Context: an optimization exercise on an open-source flow, tuned for small area, a short achievable clock period and few clock cycles. The choices shown serve that exercise and are no tape-out recipe.
For this run, only the layout was checked, not whether the RTL still works.
No activity file was given, so power comes from the tool's default toggle rates.

### flow/flow/run.sh
#!/bin/bash
set -uo pipefail
MARGIN=$(cat flow/margin 2>/dev/null || echo 7)
bash standard.sh "SETUP_SLACK_MARGIN=$MARGIN" \
    "BUFFER_PORTS_ARGS=-buffer_cell sky130_fd_sc_hd__buf_1" finish > run_make.log 2>&1
status=$?
tail -5 run_make.log
exit $status
### flow/flow/margin
7
### flow/standard.sh
#!/bin/bash
# synth_recipe.tcl (not shown) runs the flow's synth.tcl, then flattens the netlist and writes it again
# the make line also repeats each setting of config.mk as NAME=value (left out here)
make -C /OpenROAD-flow-scripts/flow DESIGN_CONFIG=/design/flow/config.mk WORK_HOME=/design/flow/orfs CLKGATE_MAP_FILE= SYNTH_SCRIPT=/design/flow/synth_recipe.tcl "${@:-finish}"
### flow/config.mk
export PLATFORM = sky130hd
export DESIGN_NAME = conv_engine
export DESIGN_NICKNAME = conv_engine
export VERILOG_FILES = /design/flow/design.v
export SDC_FILE = /design/flow/constraint.sdc
export NUM_CORES = 4
export LEC_CHECK = 0
export CAP_MARGIN = 20
export CORE_MARGIN = 2
export CORE_UTILIZATION = 40
export SLEW_MARGIN = 20
### flow/constraint.sdc
create_clock -name core_clock -period 10.0 [get_ports {clk}]
set_input_delay 2.0000 -clock core_clock [delete_from_list [all_inputs] [get_ports {clk}]]
set_output_delay 2.0000 -clock core_clock [all_outputs]
set_load 0.01 [all_outputs]
### flow/design.v
module conv_engine(
    input         clk,
    input         reset,
    input         en_ctrl,
    output [15:0] s_addr,
    output [15:0] w_addr,
    output [15:0] b_addr,
    input  [7:0]  signal,
    input  [7:0]  weight,
    input  [7:0]  bias,
    output [15:0] save_addr,
    output [7:0]  convout,
    output        en_write,
    output        finish
);
    reg        go;           
    reg        done;         
    reg        stall;        
    reg [11:0] sa, wa;       
    reg [2:0]  j;            
    reg [1:0]  c;            
    reg [2:0]  r;            
    reg        inb;          
    reg        jend, rend;   
    reg [4:0]  o, y;         
    reg [3:0]  xp;
    reg        last_out;     
    wire p0n = (xp == 4'd0), p15n = (xp == 4'd15);
    wire y0 = (y == 5'd0), y1 = (y == 5'd1), y30 = (y == 5'd30), y31 = (y == 5'd31);
    reg p0, p15, ya, yb, y01;    
    always @(posedge clk) begin
        p0 <= p0n;
        p15 <= p15n;
        ya <= y0 | y31;
        yb <= y1 | y30;
        y01 <= y0 | y1;
    end
    wire [2:0] jpen = p0 ? 3'd3 : p15 ? 3'd2 : 3'd4;
    wire [2:0] rpen = ya ? 3'd1 : yb ? 3'd2 : 3'd3;
    wire cend = (c == 2'd2);
    wire last_pos = p15 & ya & ~y01;
    wire adv = go & ~done & ~stall;
    wire ev_inc  = ~inb & ~jend;
    wire ev_ch   = ~inb & jend & ~cend;
    wire ev_row  = ~inb & jend & cend & ~rend;
    wire ev_back = inb & ~last_out;
    wire ev_pos  = inb & last_out;
    wire [11:0] ds, dw;
    assign ds = ({12{ev_inc & (~p0 & ~p15)}} & 12'd3)
        | ({12{ev_inc & (p0)}} & 12'd3)
        | ({12{ev_inc & (p15)}} & 12'd3)
        | ({12{ev_ch & (~p0 & ~p15)}} & 12'd4082)
        | ({12{ev_ch & (p0)}} & 12'd4085)
        | ({12{ev_ch & (p15)}} & 12'd4088)
        | ({12{ev_row & (~p0 & ~p15)}} & 12'd79)
        | ({12{ev_row & (p0)}} & 12'd82)
        | ({12{ev_row & (p15)}} & 12'd85)
        | ({12{ev_back & (~p0 & ~p15) & (ya)}} & 12'd3887)
        | ({12{ev_back & (~p0 & ~p15) & (yb)}} & 12'd3791)
        | ({12{ev_back & (~p0 & ~p15) & (~ya & ~yb)}} & 12'd3695)
        | ({12{ev_back & (p0) & (ya)}} & 12'd3890)
        | ({12{ev_back & (p0) & (yb)}} & 12'd3794)
        | ({12{ev_back & (p0) & (~ya & ~yb)}} & 12'd3698)
        | ({12{ev_back & (p15) & (ya)}} & 12'd3893)
        | ({12{ev_back & (p15) & (yb)}} & 12'd3797)
        | ({12{ev_back & (p15) & (~ya & ~yb)}} & 12'd3701)
        | ({12{ev_pos & (~p0 & ~p15) & (ya)}} & 12'd3893)
        | ({12{ev_pos & (~p0 & ~p15) & (yb)}} & 12'd3797)
        | ({12{ev_pos & (~p0 & ~p15) & (~ya & ~yb)}} & 12'd3701)
        | ({12{ev_pos & (p0) & (ya)}} & 12'd3893)
        | ({12{ev_pos & (p0) & (yb)}} & 12'd3797)
        | ({12{ev_pos & (p0) & (~ya & ~yb)}} & 12'd3701)
        | ({12{ev_pos & (p15) & (~ya & ~yb)}} & 12'd3710)
        | ({12{ev_pos & (p15) & (ya & y01)}} & 12'd3806)
        | ({12{ev_pos & (p15) & (yb & y01)}} & 12'd3710)
        | ({12{ev_pos & (p15) & (yb & ~y01)}} & 12'd3806);
    assign dw = ({12{ev_inc & (~p0 & ~p15)}} & 12'd3)
        | ({12{ev_inc & (p0)}} & 12'd3)
        | ({12{ev_inc & (p15)}} & 12'd3)
        | ({12{ev_ch & (~p0 & ~p15)}} & 12'd4082)
        | ({12{ev_ch & (p0)}} & 12'd4085)
        | ({12{ev_ch & (p15)}} & 12'd4088)
        | ({12{ev_row & (~p0 & ~p15)}} & 12'd4094)
        | ({12{ev_row & (p0)}} & 12'd1)
        | ({12{ev_row & (p15)}} & 12'd4)
        | ({12{ev_back & (~p0 & ~p15) & (ya)}} & 12'd28)
        | ({12{ev_back & (~p0 & ~p15) & (yb)}} & 12'd13)
        | ({12{ev_back & (~p0 & ~p15) & (~ya & ~yb)}} & 12'd4094)
        | ({12{ev_back & (p0) & (ya)}} & 12'd31)
        | ({12{ev_back & (p0) & (yb)}} & 12'd16)
        | ({12{ev_back & (p0) & (~ya & ~yb)}} & 12'd1)
        | ({12{ev_back & (p15) & (ya)}} & 12'd34)
        | ({12{ev_back & (p15) & (yb)}} & 12'd19)
        | ({12{ev_back & (p15) & (~ya & ~yb)}} & 12'd4)
        | ({12{ev_pos & (~p0 & ~p15) & (ya)}} & 12'd1724)
        | ({12{ev_pos & (~p0 & ~p15) & (yb)}} & 12'd1709)
        | ({12{ev_pos & (~p0 & ~p15) & (~ya & ~yb)}} & 12'd1694)
        | ({12{ev_pos & (p0) & (ya)}} & 12'd1724)
        | ({12{ev_pos & (p0) & (yb)}} & 12'd1709)
        | ({12{ev_pos & (p0) & (~ya & ~yb)}} & 12'd1694)
        | ({12{ev_pos & (p15) & (~ya & ~yb)}} & 12'd1703)
        | ({12{ev_pos & (p15) & (ya & y01)}} & 12'd1718)
        | ({12{ev_pos & (p15) & (yb & y01)}} & 12'd1703)
        | ({12{ev_pos & (p15) & (yb & ~y01)}} & 12'd1718);
    reg first1, b1, ga1, gb1, cinv1;
    reg first2, b2, first3, b3, b4, wr_en, lsb, fin;
    always @(posedge clk) begin
        if (reset) begin
            go <= 1'b0;
            done <= 1'b0;
            stall <= 1'b0;
            sa <= 12'd4093;
            wa <= 12'd33;
            j <= 3'd0;
            c <= 2'd0;
            r <= 3'd0;
            inb <= 1'b0;
            jend <= 1'b0;
            rend <= 1'b0;
        end else begin
            go <= en_ctrl;
            sa <= sa + (ds & {12{adv}});
            wa <= wa + (dw & {12{adv}});
            if (adv) begin
                if (inb) begin
                    inb <= 1'b0;
                    j <= 3'd0;
                    c <= 2'd0;
                    r <= 3'd0;
                    jend <= 1'b0;
                    rend <= 1'b0;
                    if (last_out) begin
                        stall <= 1'b1;
                        if (last_pos) done <= 1'b1;
                    end
                end else if (~jend) begin
                    j <= j + 3'd1;
                    jend <= (j == jpen);
                end else if (~cend) begin
                    j <= 3'd0;
                    c <= c + 2'd1;
                    jend <= 1'b0;
                end else if (~rend) begin
                    j <= 3'd0;
                    c <= 2'd0;
                    r <= r + 3'd1;
                    jend <= 1'b0;
                    rend <= (r == rpen);
                end else begin
                    inb <= 1'b1;
                end
            end
            if (lsb & last_out) stall <= 1'b0;
        end
    end
    always @(posedge clk) begin
        if (reset) begin
            o <= 5'd0;
            xp <= 4'd0;
            y <= 5'd0;
            last_out <= 1'b0;
        end else if (lsb) begin
            o <= o + 5'd1;
            last_out <= (o == 5'd30);
            if (last_out) begin
                xp <= xp + 4'd1;
                if (p15n) y <= y + 5'd1;
            end
        end
    end
    always @(posedge clk) begin
        if (reset) begin
            first1 <= 1'b0;
            b1 <= 1'b0;
            ga1 <= 1'b0;
            gb1 <= 1'b1;
            cinv1 <= 1'b0;
            first2 <= 1'b0;
            b2 <= 1'b0;
            first3 <= 1'b0;
            b3 <= 1'b0;
            b4 <= 1'b0;
            wr_en <= 1'b0;
            lsb <= 1'b0;
            fin <= 1'b0;
        end else begin
            first1 <= adv & ~inb & (j == 3'd0) & (c == 2'd0) & (r == 3'd0);
            b1 <= adv & inb;
            ga1 <= jend & ~p15;
            gb1 <= ~adv | inb | (j == 3'd0);
            cinv1 <= p0n & (j == 3'd0);
            first2 <= first1;
            b2 <= b1;
            first3 <= first2;
            b3 <= b2;
            b4 <= b3;
            wr_en <= b3 | b4;
            lsb <= b4;
            if (b4 & last_out & last_pos) fin <= 1'b1;
        end
    end
    reg  [7:0]  sr;               
    reg  [3:0]  onea, twoa, nega;    
    reg  [3:0]  oneb, twob, negb;    
    wire [7:0]  wd = b1 ? 8'd64 : ga1 ? 8'd0 : weight;
    always @(posedge clk) begin
        sr <= b1 ? bias : cinv1 ? 8'd0 : signal;
        onea <= {wd[6] ^ wd[5], wd[4] ^ wd[3], wd[2] ^ wd[1], wd[0]};
        twoa <= {(wd[7] & ~wd[6] & ~wd[5]) | (~wd[7] & wd[6] & wd[5]),
                 (wd[5] & ~wd[4] & ~wd[3]) | (~wd[5] & wd[4] & wd[3]),
                 (wd[3] & ~wd[2] & ~wd[1]) | (~wd[3] & wd[2] & wd[1]),
                 (wd[1] & ~wd[0])};
        nega <= {wd[7], wd[5], wd[3], wd[1]};
        oneb <= b1 ? 4'b1000 : gb1 ? 4'b0000 : onea;
        twob <= (b1 | gb1) ? 4'b0000 : twoa;
        negb <= (b1 | gb1) ? 4'b0000 : nega;
    end
    wire [9:0]  sx = {{2{sr[7]}}, sr};
    wire [10:0] sx2 = {sx, 1'b0};
    wire [9:0] ea0;
    assign ea0[0] = ((onea[0] & sx[0]) | (twoa[0] & sx2[0])) ^ nega[0];
    assign ea0[1] = ((onea[0] & sx[1]) | (twoa[0] & sx2[1])) ^ nega[0];
    assign ea0[2] = ((onea[0] & sx[2]) | (twoa[0] & sx2[2])) ^ nega[0];
    assign ea0[3] = ((onea[0] & sx[3]) | (twoa[0] & sx2[3])) ^ nega[0];
    assign ea0[4] = ((onea[0] & sx[4]) | (twoa[0] & sx2[4])) ^ nega[0];
    assign ea0[5] = ((onea[0] & sx[5]) | (twoa[0] & sx2[5])) ^ nega[0];
    assign ea0[6] = ((onea[0] & sx[6]) | (twoa[0] & sx2[6])) ^ nega[0];
    assign ea0[7] = ((onea[0] & sx[7]) | (twoa[0] & sx2[7])) ^ nega[0];
    assign ea0[8] = ((onea[0] & sx[8]) | (twoa[0] & sx2[8])) ^ nega[0];
    assign ea0[9] = ((onea[0] & sx[9]) | (twoa[0] & sx2[9])) ^ nega[0];
    wire [9:0] ea1;
    assign ea1[0] = ((onea[1] & sx[0]) | (twoa[1] & sx2[0])) ^ nega[1];
    assign ea1[1] = ((onea[1] & sx[1]) | (twoa[1] & sx2[1])) ^ nega[1];
    assign ea1[2] = ((onea[1] & sx[2]) | (twoa[1] & sx2[2])) ^ nega[1];
    assign ea1[3] = ((onea[1] & sx[3]) | (twoa[1] & sx2[3])) ^ nega[1];
    assign ea1[4] = ((onea[1] & sx[4]) | (twoa[1] & sx2[4])) ^ nega[1];
    assign ea1[5] = ((onea[1] & sx[5]) | (twoa[1] & sx2[5])) ^ nega[1];
    assign ea1[6] = ((onea[1] & sx[6]) | (twoa[1] & sx2[6])) ^ nega[1];
    assign ea1[7] = ((onea[1] & sx[7]) | (twoa[1] & sx2[7])) ^ nega[1];
    assign ea1[8] = ((onea[1] & sx[8]) | (twoa[1] & sx2[8])) ^ nega[1];
    assign ea1[9] = ((onea[1] & sx[9]) | (twoa[1] & sx2[9])) ^ nega[1];
    wire [9:0] ea2;
    assign ea2[0] = ((onea[2] & sx[0]) | (twoa[2] & sx2[0])) ^ nega[2];
    assign ea2[1] = ((onea[2] & sx[1]) | (twoa[2] & sx2[1])) ^ nega[2];
    assign ea2[2] = ((onea[2] & sx[2]) | (twoa[2] & sx2[2])) ^ nega[2];
    assign ea2[3] = ((onea[2] & sx[3]) | (twoa[2] & sx2[3])) ^ nega[2];
    assign ea2[4] = ((onea[2] & sx[4]) | (twoa[2] & sx2[4])) ^ nega[2];
    assign ea2[5] = ((onea[2] & sx[5]) | (twoa[2] & sx2[5])) ^ nega[2];
    assign ea2[6] = ((onea[2] & sx[6]) | (twoa[2] & sx2[6])) ^ nega[2];
    assign ea2[7] = ((onea[2] & sx[7]) | (twoa[2] & sx2[7])) ^ nega[2];
    assign ea2[8] = ((onea[2] & sx[8]) | (twoa[2] & sx2[8])) ^ nega[2];
    assign ea2[9] = ((onea[2] & sx[9]) | (twoa[2] & sx2[9])) ^ nega[2];
    wire [9:0] ea3;
    assign ea3[0] = ((onea[3] & sx[0]) | (twoa[3] & sx2[0])) ^ nega[3];
    assign ea3[1] = ((onea[3] & sx[1]) | (twoa[3] & sx2[1])) ^ nega[3];
    assign ea3[2] = ((onea[3] & sx[2]) | (twoa[3] & sx2[2])) ^ nega[3];
    assign ea3[3] = ((onea[3] & sx[3]) | (twoa[3] & sx2[3])) ^ nega[3];
    assign ea3[4] = ((onea[3] & sx[4]) | (twoa[3] & sx2[4])) ^ nega[3];
    assign ea3[5] = ((onea[3] & sx[5]) | (twoa[3] & sx2[5])) ^ nega[3];
    assign ea3[6] = ((onea[3] & sx[6]) | (twoa[3] & sx2[6])) ^ nega[3];
    assign ea3[7] = ((onea[3] & sx[7]) | (twoa[3] & sx2[7])) ^ nega[3];
    assign ea3[8] = ((onea[3] & sx[8]) | (twoa[3] & sx2[8])) ^ nega[3];
    assign ea3[9] = ((onea[3] & sx[9]) | (twoa[3] & sx2[9])) ^ nega[3];
    reg  [17:0] Sa, Ca;
    wire [17:0] Sag = first2 ? 18'd0 : Sa;
    wire [17:0] Cag = first2 ? 18'd0 : Ca;
    wire fas0 = nega[0] ^ Sag[0] ^ ea0[0];
    wire fac0 = (nega[0] & Sag[0]) | (nega[0] & ea0[0]) | (Sag[0] & ea0[0]);
    wire fas1 = Sag[1] ^ Cag[1] ^ ea0[1];
    wire fac1 = (Sag[1] & Cag[1]) | (Sag[1] & ea0[1]) | (Cag[1] & ea0[1]);
    wire fas2 = nega[1] ^ Sag[2] ^ Cag[2];
    wire fac2 = (nega[1] & Sag[2]) | (nega[1] & Cag[2]) | (Sag[2] & Cag[2]);
    wire fas3 = ea0[2] ^ ea1[0] ^ fas2;
    wire fac3 = (ea0[2] & ea1[0]) | (ea0[2] & fas2) | (ea1[0] & fas2);
    wire fas4 = Sag[3] ^ Cag[3] ^ ea0[3];
    wire fac4 = (Sag[3] & Cag[3]) | (Sag[3] & ea0[3]) | (Cag[3] & ea0[3]);
    wire fas5 = ea1[1] ^ fac2 ^ fas4;
    wire fac5 = (ea1[1] & fac2) | (ea1[1] & fas4) | (fac2 & fas4);
    wire fas6 = nega[2] ^ Sag[4] ^ Cag[4];
    wire fac6 = (nega[2] & Sag[4]) | (nega[2] & Cag[4]) | (Sag[4] & Cag[4]);
    wire fas7 = ea0[4] ^ ea1[2] ^ ea2[0];
    wire fac7 = (ea0[4] & ea1[2]) | (ea0[4] & ea2[0]) | (ea1[2] & ea2[0]);
    wire fas8 = fas6 ^ fac4 ^ fas7;
    wire fac8 = (fas6 & fac4) | (fas6 & fas7) | (fac4 & fas7);
    wire fas9 = Sag[5] ^ Cag[5] ^ ea0[5];
    wire fac9 = (Sag[5] & Cag[5]) | (Sag[5] & ea0[5]) | (Cag[5] & ea0[5]);
    wire fas10 = ea1[3] ^ ea2[1] ^ fac6;
    wire fac10 = (ea1[3] & ea2[1]) | (ea1[3] & fac6) | (ea2[1] & fac6);
    wire fas11 = fac7 ^ fas9 ^ fas10;
    wire fac11 = (fac7 & fas9) | (fac7 & fas10) | (fas9 & fas10);
    wire fas12 = nega[3] ^ Sag[6] ^ Cag[6];
    wire fac12 = (nega[3] & Sag[6]) | (nega[3] & Cag[6]) | (Sag[6] & Cag[6]);
    wire fas13 = ea0[6] ^ ea1[4] ^ ea2[2];
    wire fac13 = (ea0[6] & ea1[4]) | (ea0[6] & ea2[2]) | (ea1[4] & ea2[2]);
    wire fas14 = ea3[0] ^ fas12 ^ fac9;
    wire fac14 = (ea3[0] & fas12) | (ea3[0] & fac9) | (fas12 & fac9);
    wire fas15 = fas13 ^ fac10 ^ fas14;
    wire fac15 = (fas13 & fac10) | (fas13 & fas14) | (fac10 & fas14);
    wire fas16 = Sag[7] ^ Cag[7] ^ ea0[7];
    wire fac16 = (Sag[7] & Cag[7]) | (Sag[7] & ea0[7]) | (Cag[7] & ea0[7]);
    wire fas17 = ea1[5] ^ ea2[3] ^ ea3[1];
    wire fac17 = (ea1[5] & ea2[3]) | (ea1[5] & ea3[1]) | (ea2[3] & ea3[1]);
    wire fas18 = fac12 ^ fac13 ^ fas16;
    wire fac18 = (fac12 & fac13) | (fac12 & fas16) | (fac13 & fas16);
    wire fas19 = fas17 ^ fac14 ^ fas18;
    wire fac19 = (fas17 & fac14) | (fas17 & fas18) | (fac14 & fas18);
    wire fas20 = Sag[8] ^ Cag[8] ^ ea0[8];
    wire fac20 = (Sag[8] & Cag[8]) | (Sag[8] & ea0[8]) | (Cag[8] & ea0[8]);
    wire fas21 = ea1[6] ^ ea2[4] ^ ea3[2];
    wire fac21 = (ea1[6] & ea2[4]) | (ea1[6] & ea3[2]) | (ea2[4] & ea3[2]);
    wire fas22 = fac16 ^ fac17 ^ fas20;
    wire fac22 = (fac16 & fac17) | (fac16 & fas20) | (fac17 & fas20);
    wire fas23 = fas21 ^ fac18 ^ fas22;
    wire fac23 = (fas21 & fac18) | (fas21 & fas22) | (fac18 & fas22);
    wire fas24 = ~(Sag[9] ^ Cag[9]);
    wire fac24 = Sag[9] | Cag[9];
    wire fas25 = ~ea0[9] ^ ea1[7] ^ ea2[5];
    wire fac25 = (~ea0[9] & ea1[7]) | (~ea0[9] & ea2[5]) | (ea1[7] & ea2[5]);
    wire fas26 = ea3[3] ^ fas24 ^ fac20;
    wire fac26 = (ea3[3] & fas24) | (ea3[3] & fac20) | (fas24 & fac20);
    wire fas27 = fac21 ^ fas25 ^ fac22;
    wire fac27 = (fac21 & fas25) | (fac21 & fac22) | (fas25 & fac22);
    wire fas28 = fas26 ^ fac23 ^ fas27;
    wire fac28 = (fas26 & fac23) | (fas26 & fas27) | (fac23 & fas27);
    wire fas29 = ~(Sag[10] ^ Cag[10]);
    wire fac29 = Sag[10] | Cag[10];
    wire fas30 = ea1[8] ^ ea2[6] ^ ea3[4];
    wire fac30 = (ea1[8] & ea2[6]) | (ea1[8] & ea3[4]) | (ea2[6] & ea3[4]);
    wire fas31 = fac24 ^ fas29 ^ fac25;
    wire fac31 = (fac24 & fas29) | (fac24 & fac25) | (fas29 & fac25);
    wire fas32 = fas30 ^ fac26 ^ fas31;
    wire fac32 = (fas30 & fac26) | (fas30 & fas31) | (fac26 & fas31);
    wire fas33 = fac27 ^ fas32 ^ fac28;
    wire fac33 = (fac27 & fas32) | (fac27 & fac28) | (fas32 & fac28);
    wire fas34 = Sag[11] ^ Cag[11] ^ ~ea1[9];
    wire fac34 = (Sag[11] & Cag[11]) | (Sag[11] & ~ea1[9]) | (Cag[11] & ~ea1[9]);
    wire fas35 = ea2[7] ^ ea3[5] ^ fac29;
    wire fac35 = (ea2[7] & ea3[5]) | (ea2[7] & fac29) | (ea3[5] & fac29);
    wire fas36 = fac30 ^ fas34 ^ fas35;
    wire fac36 = (fac30 & fas34) | (fac30 & fas35) | (fas34 & fas35);
    wire fas37 = fac31 ^ fas36 ^ fac32;
    wire fac37 = (fac31 & fas36) | (fac31 & fac32) | (fas36 & fac32);
    wire fas38 = ~(Sag[12] ^ Cag[12]);
    wire fac38 = Sag[12] | Cag[12];
    wire fas39 = ea2[8] ^ ea3[6] ^ fas38;
    wire fac39 = (ea2[8] & ea3[6]) | (ea2[8] & fas38) | (ea3[6] & fas38);
    wire fas40 = fac34 ^ fac35 ^ fas39;
    wire fac40 = (fac34 & fac35) | (fac34 & fas39) | (fac35 & fas39);
    wire fas41 = fac36 ^ fas40 ^ fac37;
    wire fac41 = (fac36 & fas40) | (fac36 & fac37) | (fas40 & fac37);
    wire fas42 = Sag[13] ^ Cag[13] ^ ~ea2[9];
    wire fac42 = (Sag[13] & Cag[13]) | (Sag[13] & ~ea2[9]) | (Cag[13] & ~ea2[9]);
    wire fas43 = ea3[7] ^ fac38 ^ fas42;
    wire fac43 = (ea3[7] & fac38) | (ea3[7] & fas42) | (fac38 & fas42);
    wire fas44 = fac39 ^ fas43 ^ fac40;
    wire fac44 = (fac39 & fas43) | (fac39 & fac40) | (fas43 & fac40);
    wire fas45 = ~(Sag[14] ^ Cag[14]);
    wire fac45 = Sag[14] | Cag[14];
    wire fas46 = ea3[8] ^ fas45 ^ fac42;
    wire fac46 = (ea3[8] & fas45) | (ea3[8] & fac42) | (fas45 & fac42);
    wire fas47 = fac43 ^ fas46 ^ fac44;
    wire fac47 = (fac43 & fas46) | (fac43 & fac44) | (fas46 & fac44);
    wire fas48 = Sag[15] ^ Cag[15] ^ ~ea3[9];
    wire fac48 = (Sag[15] & Cag[15]) | (Sag[15] & ~ea3[9]) | (Cag[15] & ~ea3[9]);
    wire fas49 = fac45 ^ fas48 ^ fac46;
    wire fac49 = (fac45 & fas48) | (fac45 & fac46) | (fas48 & fac46);
    wire fas50 = ~(Sag[16] ^ Cag[16]);
    wire fac50 = Sag[16] | Cag[16];
    wire fas51 = fas50 ^ fac48 ^ fac49;
    wire fac51 = (fas50 & fac48) | (fas50 & fac49) | (fac48 & fac49);
    wire fas52 = ~(Sag[17] ^ Cag[17]);
    wire fac52 = Sag[17] | Cag[17];
    wire fas53 = fac50 ^ fas52 ^ fac51;
    wire fac53 = (fac50 & fas52) | (fac50 & fac51) | (fas52 & fac51);
    always @(posedge clk) begin
        Sa <= {fas53, fas51, fac47, fas47, fac41, fas41, fac33, fas33, fas28, fac19, fac15, fac11, fac8, fac5, fac3, fac1, fac0, fas0};
        Ca <= {1'b0, 1'b0, fas49, 1'b0, fas44, 1'b0, fas37, 1'b0, 1'b0, fas23, fas19, fas15, fas11, fas8, fas5, fas3, fas1, 1'b0};
    end
    wire [9:0] eb0;
    assign eb0[0] = ((oneb[0] & sx[0]) | (twob[0] & sx2[0])) ^ negb[0];
    assign eb0[1] = ((oneb[0] & sx[1]) | (twob[0] & sx2[1])) ^ negb[0];
    assign eb0[2] = ((oneb[0] & sx[2]) | (twob[0] & sx2[2])) ^ negb[0];
    assign eb0[3] = ((oneb[0] & sx[3]) | (twob[0] & sx2[3])) ^ negb[0];
    assign eb0[4] = ((oneb[0] & sx[4]) | (twob[0] & sx2[4])) ^ negb[0];
    assign eb0[5] = ((oneb[0] & sx[5]) | (twob[0] & sx2[5])) ^ negb[0];
    assign eb0[6] = ((oneb[0] & sx[6]) | (twob[0] & sx2[6])) ^ negb[0];
    assign eb0[7] = ((oneb[0] & sx[7]) | (twob[0] & sx2[7])) ^ negb[0];
    assign eb0[8] = ((oneb[0] & sx[8]) | (twob[0] & sx2[8])) ^ negb[0];
    assign eb0[9] = ((oneb[0] & sx[9]) | (twob[0] & sx2[9])) ^ negb[0];
    wire [9:0] eb1;
    assign eb1[0] = ((oneb[1] & sx[0]) | (twob[1] & sx2[0])) ^ negb[1];
    assign eb1[1] = ((oneb[1] & sx[1]) | (twob[1] & sx2[1])) ^ negb[1];
    assign eb1[2] = ((oneb[1] & sx[2]) | (twob[1] & sx2[2])) ^ negb[1];
    assign eb1[3] = ((oneb[1] & sx[3]) | (twob[1] & sx2[3])) ^ negb[1];
    assign eb1[4] = ((oneb[1] & sx[4]) | (twob[1] & sx2[4])) ^ negb[1];
    assign eb1[5] = ((oneb[1] & sx[5]) | (twob[1] & sx2[5])) ^ negb[1];
    assign eb1[6] = ((oneb[1] & sx[6]) | (twob[1] & sx2[6])) ^ negb[1];
    assign eb1[7] = ((oneb[1] & sx[7]) | (twob[1] & sx2[7])) ^ negb[1];
    assign eb1[8] = ((oneb[1] & sx[8]) | (twob[1] & sx2[8])) ^ negb[1];
    assign eb1[9] = ((oneb[1] & sx[9]) | (twob[1] & sx2[9])) ^ negb[1];
    wire [9:0] eb2;
    assign eb2[0] = ((oneb[2] & sx[0]) | (twob[2] & sx2[0])) ^ negb[2];
    assign eb2[1] = ((oneb[2] & sx[1]) | (twob[2] & sx2[1])) ^ negb[2];
    assign eb2[2] = ((oneb[2] & sx[2]) | (twob[2] & sx2[2])) ^ negb[2];
    assign eb2[3] = ((oneb[2] & sx[3]) | (twob[2] & sx2[3])) ^ negb[2];
    assign eb2[4] = ((oneb[2] & sx[4]) | (twob[2] & sx2[4])) ^ negb[2];
    assign eb2[5] = ((oneb[2] & sx[5]) | (twob[2] & sx2[5])) ^ negb[2];
    assign eb2[6] = ((oneb[2] & sx[6]) | (twob[2] & sx2[6])) ^ negb[2];
    assign eb2[7] = ((oneb[2] & sx[7]) | (twob[2] & sx2[7])) ^ negb[2];
    assign eb2[8] = ((oneb[2] & sx[8]) | (twob[2] & sx2[8])) ^ negb[2];
    assign eb2[9] = ((oneb[2] & sx[9]) | (twob[2] & sx2[9])) ^ negb[2];
    wire [9:0] eb3;
    assign eb3[0] = ((oneb[3] & sx[0]) | (twob[3] & sx2[0])) ^ negb[3];
    assign eb3[1] = ((oneb[3] & sx[1]) | (twob[3] & sx2[1])) ^ negb[3];
    assign eb3[2] = ((oneb[3] & sx[2]) | (twob[3] & sx2[2])) ^ negb[3];
    assign eb3[3] = ((oneb[3] & sx[3]) | (twob[3] & sx2[3])) ^ negb[3];
    assign eb3[4] = ((oneb[3] & sx[4]) | (twob[3] & sx2[4])) ^ negb[3];
    assign eb3[5] = ((oneb[3] & sx[5]) | (twob[3] & sx2[5])) ^ negb[3];
    assign eb3[6] = ((oneb[3] & sx[6]) | (twob[3] & sx2[6])) ^ negb[3];
    assign eb3[7] = ((oneb[3] & sx[7]) | (twob[3] & sx2[7])) ^ negb[3];
    assign eb3[8] = ((oneb[3] & sx[8]) | (twob[3] & sx2[8])) ^ negb[3];
    assign eb3[9] = ((oneb[3] & sx[9]) | (twob[3] & sx2[9])) ^ negb[3];
    reg  [17:0] Sb, Cb;
    wire [17:0] Sbg = first3 ? 18'd0 : Sb;
    wire [17:0] Cbg = first3 ? 18'd0 : Cb;
    wire fbs0 = negb[0] ^ Sbg[0] ^ eb0[0];
    wire fbc0 = (negb[0] & Sbg[0]) | (negb[0] & eb0[0]) | (Sbg[0] & eb0[0]);
    wire fbs1 = Sbg[1] ^ Cbg[1] ^ eb0[1];
    wire fbc1 = (Sbg[1] & Cbg[1]) | (Sbg[1] & eb0[1]) | (Cbg[1] & eb0[1]);
    wire fbs2 = negb[1] ^ Sbg[2] ^ Cbg[2];
    wire fbc2 = (negb[1] & Sbg[2]) | (negb[1] & Cbg[2]) | (Sbg[2] & Cbg[2]);
    wire fbs3 = eb0[2] ^ eb1[0] ^ fbs2;
    wire fbc3 = (eb0[2] & eb1[0]) | (eb0[2] & fbs2) | (eb1[0] & fbs2);
    wire fbs4 = Sbg[3] ^ Cbg[3] ^ eb0[3];
    wire fbc4 = (Sbg[3] & Cbg[3]) | (Sbg[3] & eb0[3]) | (Cbg[3] & eb0[3]);
    wire fbs5 = eb1[1] ^ fbc2 ^ fbs4;
    wire fbc5 = (eb1[1] & fbc2) | (eb1[1] & fbs4) | (fbc2 & fbs4);
    wire fbs6 = negb[2] ^ Sbg[4] ^ Cbg[4];
    wire fbc6 = (negb[2] & Sbg[4]) | (negb[2] & Cbg[4]) | (Sbg[4] & Cbg[4]);
    wire fbs7 = eb0[4] ^ eb1[2] ^ eb2[0];
    wire fbc7 = (eb0[4] & eb1[2]) | (eb0[4] & eb2[0]) | (eb1[2] & eb2[0]);
    wire fbs8 = fbs6 ^ fbc4 ^ fbs7;
    wire fbc8 = (fbs6 & fbc4) | (fbs6 & fbs7) | (fbc4 & fbs7);
    wire fbs9 = Sbg[5] ^ Cbg[5] ^ eb0[5];
    wire fbc9 = (Sbg[5] & Cbg[5]) | (Sbg[5] & eb0[5]) | (Cbg[5] & eb0[5]);
    wire fbs10 = eb1[3] ^ eb2[1] ^ fbc6;
    wire fbc10 = (eb1[3] & eb2[1]) | (eb1[3] & fbc6) | (eb2[1] & fbc6);
    wire fbs11 = fbc7 ^ fbs9 ^ fbs10;
    wire fbc11 = (fbc7 & fbs9) | (fbc7 & fbs10) | (fbs9 & fbs10);
    wire fbs12 = negb[3] ^ Sbg[6] ^ Cbg[6];
    wire fbc12 = (negb[3] & Sbg[6]) | (negb[3] & Cbg[6]) | (Sbg[6] & Cbg[6]);
    wire fbs13 = eb0[6] ^ eb1[4] ^ eb2[2];
    wire fbc13 = (eb0[6] & eb1[4]) | (eb0[6] & eb2[2]) | (eb1[4] & eb2[2]);
    wire fbs14 = eb3[0] ^ fbs12 ^ fbc9;
    wire fbc14 = (eb3[0] & fbs12) | (eb3[0] & fbc9) | (fbs12 & fbc9);
    wire fbs15 = fbs13 ^ fbc10 ^ fbs14;
    wire fbc15 = (fbs13 & fbc10) | (fbs13 & fbs14) | (fbc10 & fbs14);
    wire fbs16 = Sbg[7] ^ Cbg[7] ^ eb0[7];
    wire fbc16 = (Sbg[7] & Cbg[7]) | (Sbg[7] & eb0[7]) | (Cbg[7] & eb0[7]);
    wire fbs17 = eb1[5] ^ eb2[3] ^ eb3[1];
    wire fbc17 = (eb1[5] & eb2[3]) | (eb1[5] & eb3[1]) | (eb2[3] & eb3[1]);
    wire fbs18 = fbc12 ^ fbc13 ^ fbs16;
    wire fbc18 = (fbc12 & fbc13) | (fbc12 & fbs16) | (fbc13 & fbs16);
    wire fbs19 = fbs17 ^ fbc14 ^ fbs18;
    wire fbc19 = (fbs17 & fbc14) | (fbs17 & fbs18) | (fbc14 & fbs18);
    wire fbs20 = Sbg[8] ^ Cbg[8] ^ eb0[8];
    wire fbc20 = (Sbg[8] & Cbg[8]) | (Sbg[8] & eb0[8]) | (Cbg[8] & eb0[8]);
    wire fbs21 = eb1[6] ^ eb2[4] ^ eb3[2];
    wire fbc21 = (eb1[6] & eb2[4]) | (eb1[6] & eb3[2]) | (eb2[4] & eb3[2]);
    wire fbs22 = fbc16 ^ fbc17 ^ fbs20;
    wire fbc22 = (fbc16 & fbc17) | (fbc16 & fbs20) | (fbc17 & fbs20);
    wire fbs23 = fbs21 ^ fbc18 ^ fbs22;
    wire fbc23 = (fbs21 & fbc18) | (fbs21 & fbs22) | (fbc18 & fbs22);
    wire fbs24 = ~(Sbg[9] ^ Cbg[9]);
    wire fbc24 = Sbg[9] | Cbg[9];
    wire fbs25 = ~eb0[9] ^ eb1[7] ^ eb2[5];
    wire fbc25 = (~eb0[9] & eb1[7]) | (~eb0[9] & eb2[5]) | (eb1[7] & eb2[5]);
    wire fbs26 = eb3[3] ^ fbs24 ^ fbc20;
    wire fbc26 = (eb3[3] & fbs24) | (eb3[3] & fbc20) | (fbs24 & fbc20);
    wire fbs27 = fbc21 ^ fbs25 ^ fbc22;
    wire fbc27 = (fbc21 & fbs25) | (fbc21 & fbc22) | (fbs25 & fbc22);
    wire fbs28 = fbs26 ^ fbc23 ^ fbs27;
    wire fbc28 = (fbs26 & fbc23) | (fbs26 & fbs27) | (fbc23 & fbs27);
    wire fbs29 = ~(Sbg[10] ^ Cbg[10]);
    wire fbc29 = Sbg[10] | Cbg[10];
    wire fbs30 = eb1[8] ^ eb2[6] ^ eb3[4];
    wire fbc30 = (eb1[8] & eb2[6]) | (eb1[8] & eb3[4]) | (eb2[6] & eb3[4]);
    wire fbs31 = fbc24 ^ fbs29 ^ fbc25;
    wire fbc31 = (fbc24 & fbs29) | (fbc24 & fbc25) | (fbs29 & fbc25);
    wire fbs32 = fbs30 ^ fbc26 ^ fbs31;
    wire fbc32 = (fbs30 & fbc26) | (fbs30 & fbs31) | (fbc26 & fbs31);
    wire fbs33 = fbc27 ^ fbs32 ^ fbc28;
    wire fbc33 = (fbc27 & fbs32) | (fbc27 & fbc28) | (fbs32 & fbc28);
    wire fbs34 = Sbg[11] ^ Cbg[11] ^ ~eb1[9];
    wire fbc34 = (Sbg[11] & Cbg[11]) | (Sbg[11] & ~eb1[9]) | (Cbg[11] & ~eb1[9]);
    wire fbs35 = eb2[7] ^ eb3[5] ^ fbc29;
    wire fbc35 = (eb2[7] & eb3[5]) | (eb2[7] & fbc29) | (eb3[5] & fbc29);
    wire fbs36 = fbc30 ^ fbs34 ^ fbs35;
    wire fbc36 = (fbc30 & fbs34) | (fbc30 & fbs35) | (fbs34 & fbs35);
    wire fbs37 = fbc31 ^ fbs36 ^ fbc32;
    wire fbc37 = (fbc31 & fbs36) | (fbc31 & fbc32) | (fbs36 & fbc32);
    wire fbs38 = ~(Sbg[12] ^ Cbg[12]);
    wire fbc38 = Sbg[12] | Cbg[12];
    wire fbs39 = eb2[8] ^ eb3[6] ^ fbs38;
    wire fbc39 = (eb2[8] & eb3[6]) | (eb2[8] & fbs38) | (eb3[6] & fbs38);
    wire fbs40 = fbc34 ^ fbc35 ^ fbs39;
    wire fbc40 = (fbc34 & fbc35) | (fbc34 & fbs39) | (fbc35 & fbs39);
    wire fbs41 = fbc36 ^ fbs40 ^ fbc37;
    wire fbc41 = (fbc36 & fbs40) | (fbc36 & fbc37) | (fbs40 & fbc37);
    wire fbs42 = Sbg[13] ^ Cbg[13] ^ ~eb2[9];
    wire fbc42 = (Sbg[13] & Cbg[13]) | (Sbg[13] & ~eb2[9]) | (Cbg[13] & ~eb2[9]);
    wire fbs43 = eb3[7] ^ fbc38 ^ fbs42;
    wire fbc43 = (eb3[7] & fbc38) | (eb3[7] & fbs42) | (fbc38 & fbs42);
    wire fbs44 = fbc39 ^ fbs43 ^ fbc40;
    wire fbc44 = (fbc39 & fbs43) | (fbc39 & fbc40) | (fbs43 & fbc40);
    wire fbs45 = ~(Sbg[14] ^ Cbg[14]);
    wire fbc45 = Sbg[14] | Cbg[14];
    wire fbs46 = eb3[8] ^ fbs45 ^ fbc42;
    wire fbc46 = (eb3[8] & fbs45) | (eb3[8] & fbc42) | (fbs45 & fbc42);
    wire fbs47 = fbc43 ^ fbs46 ^ fbc44;
    wire fbc47 = (fbc43 & fbs46) | (fbc43 & fbc44) | (fbs46 & fbc44);
    wire fbs48 = Sbg[15] ^ Cbg[15] ^ ~eb3[9];
    wire fbc48 = (Sbg[15] & Cbg[15]) | (Sbg[15] & ~eb3[9]) | (Cbg[15] & ~eb3[9]);
    wire fbs49 = fbc45 ^ fbs48 ^ fbc46;
    wire fbc49 = (fbc45 & fbs48) | (fbc45 & fbc46) | (fbs48 & fbc46);
    wire fbs50 = ~(Sbg[16] ^ Cbg[16]);
    wire fbc50 = Sbg[16] | Cbg[16];
    wire fbs51 = fbs50 ^ fbc48 ^ fbc49;
    wire fbc51 = (fbs50 & fbc48) | (fbs50 & fbc49) | (fbc48 & fbc49);
    wire fbs52 = ~(Sbg[17] ^ Cbg[17]);
    wire fbc52 = Sbg[17] | Cbg[17];
    wire fbs53 = fbc50 ^ fbs52 ^ fbc51;
    wire fbc53 = (fbc50 & fbs52) | (fbc50 & fbc51) | (fbs52 & fbc51);
    always @(posedge clk) begin
        Sb <= {fbs53, fbs51, fbc47, fbs47, fbc41, fbs41, fbc33, fbs33, fbs28, fbc19, fbc15, fbc11, fbc8, fbc5, fbc3, fbc1, fbc0, fbs0};
        Cb <= {1'b0, 1'b0, fbs49, 1'b0, fbs44, 1'b0, fbs37, 1'b0, 1'b0, fbs23, fbs19, fbs15, fbs11, fbs8, fbs5, fbs3, fbs1, 1'b0};
    end
    wire [17:0] acc = b3 ? (Sa + Ca) : (Sb + Cb);
    wire [8:0]  t = acc[17:9];
    reg  [7:0]  cout_r;
    always @(posedge clk)
        cout_r <= (t[8] != t[7]) ? {t[8], {7{~t[8]}}} : t[7:0];
    assign s_addr = {4'd0, sa};
    assign w_addr = {4'd0, wa};
    assign b_addr = {11'd0, o};
    assign save_addr = {1'b0, y, xp, lsb, o};
    assign convout = cout_r;
    assign en_write = wr_en;
    assign finish = fin;
endmodule
==> results.cfg <==
[synth]
number_of_unique_standard_cell_types_used_by_synthesis = 65
synth_edf_count = 0
synth_area_per_cell_um2 = 9.24
syn_area_um2 = 11200
synth-seq-cells = 169
syn-instance-count = 1215
synth_flop_cell = dfxtp_1
synth_sequential_area_ratio_pct = 30.1
ys_warn_count = 1
asyncSetResetFlopFracSynth_pct = 0

[timing]
setup_ws_ns = 6.73
final_hold_viol_count = 0
slew_limit_fails = 0
fmaxAchievable_ghz = 0.306
setup_tns_final_ns = 0
tightest_slew_ns = 0.795
setup_viol = 0
rsz0062_at_grt = true
layout_worst_path_cycle_share_pct = 32.7
max_slew_headroom_pct = 46.9
timing.final.crit_period_ns = 3.27
finalClockSkew_ns = 0.0186
hold_slack_ns = 0.433

[die]
initial_core_util_pct = 40.5
io-pin-count = 101
die_w_um = 172
fp-row-count = 61
fp.dieH_um = 172
floorplan.core_area_um2 = 27700
design.die.area_um2 = 29400

[flow_run]
maxCapViolations = 0

[clocking]
cts_max_path_buffers = 2
clock_sinks = 169
cts_tree = done
clk_root_buf = clkbuf_16
clk_latency_ns = 0.45
cts_max_level = 4
hold_buffers = 0
clkTransAtPathRegs_ns = 0.09
tritoncts.num_buffers = 17

[place]
place.detailed.instances = 1594
routabilityCongestion = 0.865
place_ws_ns = 6.36
io_buffer_count = 80
detailed_place_hpwl_um = 17000

[layout]
multi_input_comb_area_um2 = 7320
finish.net_count = 1500
seq_area_um2 = 3540
n_antenna_cell = 0
layout_commonest_cell = inv_1
areaGrowthSynthToFinish_pct = 20.4
layout.cells.most_common_list = inv_1 (128), dfxtp_1 (108), nor2_1 (79)
drive_above_1_share_pct = 24.8
layoutNonFillerInstCount = 1716
num-fill-cells = 2559

[drt]
detailroute.via_count = 8467
detail_route.wirelength_um = 25300
detail_route.drc_violations = 0
detail_route.wl_per_cell_um = 14.7
vias_per_std_cell = 4.93
drtAntennaViolNets = 0
detailedRoute.firstPassIterationCount = 7
dr.first_iter.drc_count = 508

[setup_path]
worst_setup_path_end_kind = flop
critical_path_required_ns = 10.33
worstSetupStartpointType = flop
crit_arrival_ns = 3.60
timing.setup.critical_path_class = flop to flop
critical_path.max_fanout = 5

[global_routing]
grtUsageTotal_pct = 17.8
first_pass_grt_wire_length_um = 41900
global_route.overflow_total = 0
grt_pass1_vias = 8620
grt_start_max_net_pins = 53
grt_antenna_before_repair = 0

[power_and_ir_drop]
power.leakage_nw = 5.80
ir_worst_vdd_v = 0.000150
power.density_nw_per_um2 = 215

[worst_hold_path]
min_path_type = flop to flop

[run_status]
run_status = timing/DRC/antenna clean
## critical path, stage by stage, from the launching register on
cell and delay (ns):
dfxtp_4 0.34, and3b_2 0.22, nor3b_4 0.17, buf_6 0.14, buf_6 0.11, a221oi_4 0.28, a31oi_2 0.15, ha_1 0.37
a21oi_2 0.09, buf_4 0.14, buf_4 0.12, buf_4 0.12, buf_4 0.12, buf_4 0.12, buf_4 0.12, buf_4 0.12
buf_4 0.12, buf_4 0.12, xnor2_1 0.14, nor2_1 0.05
## registers in the layout, summed over array words and instances, names as in the netlist, 8 cells and up
register / count
Ca: 11
Cb: 11
Sa: 18
Sb: 18
cout_r: 8
sa: 12
sr: 8
wa: 12
## per-layer routing
metal	GRT usage, %	up-vias	wire [um]
met1	22.9	4068	11400
met5	0	-	0
li1	-	4157	-
met4	6.26	0	525
met2	30.0	198	12300
met3	3.27	44	1060
## path summary, 6_finish.rpt
kind | startpoint | slack (ns) | cells past startpoint | to
worst max register to register | jend$_SDFFE_PP0P_ | 6.73 | 19 | wa[3]$_SDFF_PP0_
worst min register to register | first1$_SDFF_PP0_ | 0.43 | 1 | first2$_SDFF_PP0_
worst min-delay path | first1$_SDFF_PP0_ | 0.43 | 1 | first2$_SDFF_PP0_
worst max-delay path | jend$_SDFFE_PP0P_ | 6.73 | 19 | wa[3]$_SDFF_PP0_
## layout make-up
| class | count | area share [%] |
|---|---|---|
| Clock buffer | 18 | 3.25 |
| Sequential cell | 169 | 26.2 |
| Timing Repair Buffer | 171 | 8.18 |
| Inverter | 137 | 3.81 |
| Multi-Input combinational cell | 829 | 54.2 |
| Clock inverter | 14 | 0.944 |
| Tap cell | 378 | 3.50 |
## Yosys cell counts, types with 2 or more instances
library cell | number | share of area, %
mux2_2 | 3 | 0.30
mux2i_1 | 3 | 0.27
dfxtp_1 | 169 | 30
nand3b_1 | 4 | 0.27
nor2b_1 | 41 | 2.3
a21boi_0 | 6 | 0.40
a211o_1 | 2 | 0.16
o21bai_1 | 2 | 0.13
a21oi_2 | 2 | 0.16
a22oi_1 | 58 | 3.9
ha_1 | 54 | 6.0
a22o_1 | 10 | 0.78
nor3b_1 | 7 | 0.47
o2111ai_1 | 2 | 0.16
inv_1 | 137 | 4.6
buf_1 | 3 | 0.10
and2_1 | 26 | 1.4
a21oi_1 | 53 | 2.4
o22ai_1 | 2 | 0.11
xnor2_1 | 73 | 5.7
a31oi_1 | 12 | 0.67
a211oi_1 | 3 | 0.20
or2_2 | 9 | 0.50
and3_1 | 6 | 0.33
buf_2 | 3 | 0.13
nand3_1 | 12 | 0.54
clkbuf_1 | 66 | 2.2
o221ai_1 | 2 | 0.16
nor3_1 | 16 | 0.71
a21o_1 | 11 | 0.74
o21a_1 | 5 | 0.33
maj3_1 | 6 | 0.54
o21ai_0 | 31 | 1.4
o211ai_1 | 2 | 0.13
nand2b_1 | 38 | 2.1
o21ai_1 | 2 | 0.089
a41oi_1 | 5 | 0.39
nand4_1 | 10 | 0.56
and3b_1 | 2 | 0.16
xor2_1 | 43 | 3.4
buf_4 | 27 | 1.8
nor2_1 | 82 | 2.7
nand2_1 | 50 | 1.7
fa_1 | 94 | 17
## kinds of logic (layout without fill, tap and decap cells)
| kind of cell | Yosys count | after routing | share of synthesized area, % |
|---|---|---|---|
| AO/OA/AOI/OAI | 220 | 220 | 13.3 |
| XOR/XNOR | 116 | 116 | 9.05 |
| adder cells (fa/ha/maj) | 155 | 155 | 23.4 |
| buffers and inverters | 236 | 340 | 8.83 |
| flip-flops | 169 | 169 | 30.1 |
| multiplexers | 7 | 7 | 0.769 |
| other | 1 | 20 | 0.0334 |
| AND/OR/NAND/NOR | 311 | 311 | 14.4 |
## metrics by stage
stage | total power [mW] | cell area (um2) | util, %
finish | 2.91 | 13500 | 48.8
global route | 3.21 | 13500 | 48.8
CTS | 2.90 | 12900 | 46.7
detailed placement | 2.20 | 11700 | 42.1
global placement | 2.16 | 11700 | 42.1
floorplan | 1.90 | 11400 | -
## power breakdown
| part | leakage (nW) | internal, mW | switching [mW] |
|---|---|---|---|
| registers | 1.42 | 0.841 | 0.106 |
| clock network | 0.277 | 0.335 | 0.315 |
| logic | 4.11 | 0.590 | 0.719 |
| total | 5.80 | 1.77 | 1.14 |
## what timing repair did
item	CTS	global route
buffers inserted	59	31
cloned	0	0
hold endpoints to repair	0	0
gates resized for setup	126	115
setup endpoints to repair	55	66
pin swaps	40	42

what the ideal ports hide:
The results above use ideal ports. As a check the final layout listed here was re-extracted and re-timed, cells and wires unchanged.
Step 1 (the two cells are an assumption about what drives the block):
set clk [get_ports {clk}]
set_driving_cell -lib_cell sky130_fd_sc_hd__clkbuf_16 $clk
set_driving_cell -lib_cell sky130_fd_sc_hd__buf_2 [delete_from_list [all_inputs] $clk]
Step 2 moves the port delays by t, midway between the first and last clock arrival at a register: inputs arrive t later, outputs are due t later. That takes back most of the time a late clock gives input paths.
Three values: ideal, step 1, step 2; two values: the first two.
t, ns: 0.488
slack for setup (ns): 6.731 / 6.731 / 6.713
hold WS [ns]: 0.433 / 0.433 / 0.433
worst setup path at the end: input to register
worst register clock-pin slew, ns: 0.09 / 0.09
After both steps setup and hold are still met in this run. For this run, drivers alone change the setup slack by 0.000 ns; drivers and shift together by -0.018 ns.
